From an optimization exercise on the open Yosys and OpenROAD flow, aimed at small area; shortcuts taken in it are not production practice. Only simulation tests tie the RTL to the original design; equivalence was not proved. The clock input has no modelled driver; a real chip could not lean on it and would need a root buffer or a full tree. Power figures rest on the tool's default switching activity, not on a simulated workload.

## old
// DigitalClock
module DigitalClock (
    input   wire        clk,
    input   wire        rst,
    input   wire        key_mode,
    input   wire        key_inc,
    input   wire        key_alarm_off,
    output  wire        beep,
    output  wire [6:0]  seg_out,
    output  wire [5:0]  digit_sel
);
Size in the first run: roughly 490 cells after synthesis, roughly 140 flip-flops, ~19 I/O pins, ~5300 sq um of cells after synthesis.
==> module clock_controller, before the edit <==
module clock_controller (
    input  wire       clk,
    input  wire       rst,
    input  wire       key_mode_pulse,
    input  wire       key_inc_pulse,
    input  wire       key_alarm_off_pulse,
    input  wire       sec_is_0,
    input  wire       min_is_0,
    input  wire       sec_wrapped,
    input  wire       min_inc,
    input  wire       min_dec,
    input  wire       hour_inc,
    output wire       time_count_en,
    output wire       load_h,
    output wire       load_m,
    output wire       blank_h,
    output wire       blank_m,
    output wire       alarm_on_flag
);
    reg [2:0] display_mode;   
    reg       mode_pulse_q;   
    reg [4:0] alarm_dh;
    reg [5:0] alarm_dm;
    reg       is_alarming;
    reg       load_adj;       
    wire dm_h = display_mode[2], dm_m = display_mode[1], dm_c = display_mode[0];
    wire [2:0] dm_next = {~dm_h & ~(dm_m & dm_c), dm_h, dm_m | (dm_h & dm_c)};
    wire [2:0] state = mode_pulse_q ? dm_next : display_mode;
    wire st_h = state[2], st_m = state[1], st_c = state[0];
    wire adj_h   = st_h & ~st_c;
    wire adj_m   = st_m & ~st_c;
    wire alarm_h = st_h &  st_c;
    wire alarm_m = st_m &  st_c;
    wire match = (alarm_dh == 5'd0) && (alarm_dm == 6'd0) && sec_is_0;
    wire am_up = (key_inc_pulse & alarm_m) | min_dec;
    wire am_dn = min_inc;
    wire ah_up = key_inc_pulse & alarm_h;
    wire ah_dn = hour_inc;
    always @(posedge clk or posedge rst) begin
        if (rst) begin
            display_mode <= 3'b001;
            mode_pulse_q <= 1'b0;
            load_adj     <= 1'b0;
            alarm_dh     <= 5'd6;
            alarm_dm     <= 6'd0;
            is_alarming  <= 1'b0;
        end else begin
            display_mode <= state;
            mode_pulse_q <= key_mode_pulse;
            load_adj     <= key_inc_pulse & (adj_h | adj_m);
            if (ah_up & ~ah_dn)
                alarm_dh <= (alarm_dh == 5'd23) ? 5'd0 : alarm_dh + 1'b1;
            else if (ah_dn & ~ah_up)
                alarm_dh <= (alarm_dh == 5'd0) ? 5'd23 : alarm_dh - 1'b1;
            if (am_up & ~am_dn)
                alarm_dm <= (alarm_dm == 6'd59) ? 6'd0 : alarm_dm + 1'b1;
            else if (am_dn & ~am_up)
                alarm_dm <= (alarm_dm == 6'd0) ? 6'd59 : alarm_dm - 1'b1;
            is_alarming <= ~key_alarm_off_pulse & ~key_mode_pulse & (is_alarming | match);
        end
    end
    assign blank_h = display_mode[2];
    assign blank_m = display_mode[1];
    assign time_count_en = dm_c;
    assign load_h = load_adj & display_mode[2];
    assign load_m = load_adj & display_mode[1];
    wire hourly_chime = time_count_en & min_is_0 & sec_wrapped;
    assign alarm_on_flag = is_alarming | hourly_chime;
endmodule
==> module time_counter, before the edit <==
module time_counter (
    input  wire       clk,
    input  wire       rst,
    input  wire       clk_1hz_en,
    input  wire       time_count_en,
    input  wire       load_h,
    input  wire       load_m,
    output reg  [3:0] sec0,
    output reg  [2:0] sec1,
    output reg  [3:0] min0,
    output reg  [2:0] min1,
    output reg  [3:0] hour0,
    output reg  [1:0] hour1,
    output wire       sec_is_0,
    output wire       min_is_0,
    output reg        sec_wrapped,      
    output wire       min_inc,          
    output wire       min_dec,          
    output wire       hour_inc          
);
    assign sec_is_0  = (sec0 == 4'd0) & (sec1 == 3'd0);
    wire   sec_is_59 = (sec0 == 4'd9) & (sec1 == 3'd5);
    assign min_is_0  = (min0 == 4'd0) & (min1 == 3'd0);
    wire   min_is_59 = (min0 == 4'd9) & (min1 == 3'd5);
    wire count    = time_count_en & clk_1hz_en;
    wire load     = load_h | load_m;
    wire sec_inc  = count;
    assign min_inc  = load_m | (sec_inc & sec_is_59);
    assign min_dec  = load_h & sec_wrapped;
    assign hour_inc = (load_h & ~(sec_wrapped & min_is_0)) |
                    (sec_inc & sec_is_59 & min_is_59);
    always @(posedge clk or posedge rst) begin
        if (rst) begin
            sec0 <= 4'd0; sec1 <= 3'd0;
            min0 <= 4'd0; min1 <= 3'd0;
            hour0 <= 4'd0; hour1 <= 2'd0;
            sec_wrapped <= 1'b0;
        end else begin
            sec_wrapped <= sec_is_59 & (load | count);
            if (load) begin
                sec0 <= 4'd0; sec1 <= 3'd0;
            end else if (sec_inc) begin
                if (sec0 == 4'd9) begin
                    sec0 <= 4'd0;
                    sec1 <= (sec1 == 3'd5) ? 3'd0 : sec1 + 1'b1;
                end else
                    sec0 <= sec0 + 1'b1;
            end
            if (min_inc) begin
                if (min0 == 4'd9) begin
                    min0 <= 4'd0;
                    min1 <= (min1 == 3'd5) ? 3'd0 : min1 + 1'b1;
                end else
                    min0 <= min0 + 1'b1;
            end else if (min_dec) begin
                if (min0 == 4'd0) begin
                    min0 <= 4'd9;
                    min1 <= (min1 == 3'd0) ? 3'd5 : min1 - 1'b1;
                end else
                    min0 <= min0 - 1'b1;
            end
            if (hour_inc) begin
                if (hour1 == 2'd2 && hour0 == 4'd3) begin
                    hour0 <= 4'd0; hour1 <= 2'd0;
                end else if (hour0 == 4'd9) begin
                    hour0 <= 4'd0; hour1 <= hour1 + 1'b1;
                end else
                    hour0 <= hour0 + 1'b1;
            end
        end
    end
endmodule
export LEC_CHECK = 0
export ABC_AREA = 1
export CAP_MARGIN = 20
export CORE_MARGIN = 2
export CORE_UTILIZATION = 40
export SLEW_MARGIN = 20
create_clock -name core_clock -period 10.0 [get_ports {clk}]
standard.sh (not shown) runs the stock make flow with config.mk's settings and CLKGATE_MAP_FILE= SYNTH_SCRIPT=/design/flow/synth_recipe.tcl, a recipe that flattens the netlist after the stock synthesis.
==> flow/flow/run.sh <==
#!/bin/bash
# Layout flow: the standard ORFS flow (standard.sh) with these changes:
#  - synthesis maps the combinational logic with an area-oriented ABC script
#    (abc_area.script: 120 s of deepsyn, then &nf with relaxed delay) and leaves adders to ABC instead
#    of mapping them to half/full-adder cells; registers are synthesized
#    exactly as in the standard flow;
#  - the clock tree is built by manual_cts.tcl (a root buffer and leaf
#    buffers that each drive a compact group of flip-flops) instead of
#    TritonCTS; the rest of the CTS step (legalization, repair) is unchanged;
#  - the port buffers are the smallest buffer cell.
# Each tool's output is in standard.log and in orfs/logs.
set -uo pipefail
W=$(pwd)
rm -rf "$W/scripts_local"
cp -r "$FLOW_HOME/scripts" "$W/scripts_local"
cp "$W/flow/abc_area.script" "$W/scripts_local/abc_area.script"
cp "$W/flow/manual_cts.tcl" "$W/scripts_local/manual_cts.tcl"
sed -i 's|^log_cmd clock_tree_synthesis {\*}\$cts_args|source $::env(SCRIPTS_DIR)/manual_cts.tcl|' "$W/scripts_local/cts.tcl"
grep -q manual_cts.tcl "$W/scripts_local/cts.tcl" || { echo "cts.tcl patch failed"; exit 1; }
export SCRIPTS_DIR="$W/scripts_local"
export ADDER_MAP_FILE=
export MCTS_MAX_SINKS=16
export MCTS_LEAF_CELL=sky130_fd_sc_hd__clkbuf_8
export MCTS_ROOT_CELL=sky130_fd_sc_hd__clkbuf_8
export BUFFER_PORTS_ARGS="-inputs -outputs -buffer_cell sky130_fd_sc_hd__buf_1"
bash standard.sh > standard.log 2>&1
Other scripts of this flow, unchanged in this note and not shown: flow/flow/abc_area.script, flow/flow/manual_cts.tcl
Here is what was changed in the inputs of new compared with old.
-- flow/design.v --
<<< old, line 60
    reg       is_alarming;
    reg       load_adj;       
    wire dm_h = display_mode[2], dm_m = display_mode[1], dm_c = display_mode[0];
    wire [2:0] dm_next = {~dm_h & ~(dm_m & dm_c), dm_h, dm_m | (dm_h & dm_c)};
    wire [2:0] state = mode_pulse_q ? dm_next : display_mode;
    wire st_h = state[2], st_m = state[1], st_c = state[0];
    wire adj_h   = st_h & ~st_c;
    wire adj_m   = st_m & ~st_c;
    wire alarm_h = st_h &  st_c;
    wire alarm_m = st_m &  st_c;
    wire match = (alarm_dh == 5'd0) && (alarm_dm == 6'd0) && sec_is_0;
    wire am_up = (key_inc_pulse & alarm_m) | min_dec;
>>> new, line 60
    reg       is_alarming;
    reg       load_adj;       
    wire dm_h = display_mode[2], dm_m = display_mode[1], dm_a = display_mode[0];
    wire [2:0] dm_next = {~dm_h & ~dm_a, dm_h, (dm_m & ~dm_a) | (dm_h & dm_a)};
    wire [2:0] state = mode_pulse_q ? dm_next : display_mode;
    wire st_h = state[2], st_m = state[1], st_a = state[0];
    wire adj_h   = st_h & ~st_a;
    wire adj_m   = st_m & ~st_a;
    wire alarm_h = st_h &  st_a;
    wire alarm_m = st_m &  st_a;
    wire match = (alarm_dh == 5'd0) && (alarm_dm == 6'd0) && sec_is_0;
    wire am_up = (key_inc_pulse & alarm_m) | min_dec;
<<< old, line 75
    always @(posedge clk or posedge rst) begin
        if (rst) begin
            display_mode <= 3'b001;
            mode_pulse_q <= 1'b0;
            load_adj     <= 1'b0;
>>> new, line 75
    always @(posedge clk or posedge rst) begin
        if (rst) begin
            display_mode <= 3'b000;
            mode_pulse_q <= 1'b0;
            load_adj     <= 1'b0;
<<< old, line 98
    assign blank_h = display_mode[2];
    assign blank_m = display_mode[1];
    assign time_count_en = dm_c;
    assign load_h = load_adj & display_mode[2];
    assign load_m = load_adj & display_mode[1];
>>> new, line 98
    assign blank_h = display_mode[2];
    assign blank_m = display_mode[1];
    assign time_count_en = display_mode[0] | ~(display_mode[2] | display_mode[1]);
    assign load_h = load_adj & display_mode[2];
    assign load_m = load_adj & display_mode[1];
<<< old, line 187
    wire count    = time_count_en & clk_1hz_en;
    wire load     = load_h | load_m;
    wire sec_inc  = count;
    assign min_inc  = load_m | (sec_inc & sec_is_59);
    assign min_dec  = load_h & sec_wrapped;
>>> new, line 187
    wire count    = time_count_en & clk_1hz_en;
    wire load     = load_h | load_m;
    wire sec_inc  = ~load & count;
    assign min_inc  = load_m | (sec_inc & sec_is_59);
    assign min_dec  = load_h & sec_wrapped;
### Flow results
| slack of the critical path | new vs old | worse |. Changes observed in new relative to old: power higher; gate count after technology mapping -about 1.2%; static leakage held steady; number of DRC markers after the initial detailed-route iteration now smaller. NOTE routed wire length old->new decreased slightly. Die area delta (new − old): favourable.
No run of this note takes its clock network from TritonCTS; it comes from the design's own scripts or RTL.

## re-timing with driven ports
No port has a modelled driver above. Below, the same layouts with a new extraction and two added sets of constraints.
Step 1 (the two cells are an assumption about what drives the block):
set clk [get_ports {clk}]
set_driving_cell -lib_cell sky130_fd_sc_hd__clkbuf_16 $clk
set_driving_cell -lib_cell sky130_fd_sc_hd__buf_2 [delete_from_list [all_inputs] $clk]
Step 2 times the ports against the registers' clock, not the clock port: input delays grow and output delays shrink by t, the midpoint of the rising clock arrivals with the driver on.
Three values: no drivers, after step 1, after step 2; two values: the first two.
run	t, ns	slack for setup (ns)	hold WS [ns]	clock arrival spread, ns	worst data-port slew with drivers (ns)
old	0.424	5.540 / 5.509 / 5.933	0.360 / 0.360 / 0.360	0.014 / 0.014	0.03
new	0.415	5.370 / 5.339 / 5.755	0.359 / 0.359 / 0.359	0.012 / 0.013	0.03
After both steps setup and hold are still met in every run listed.
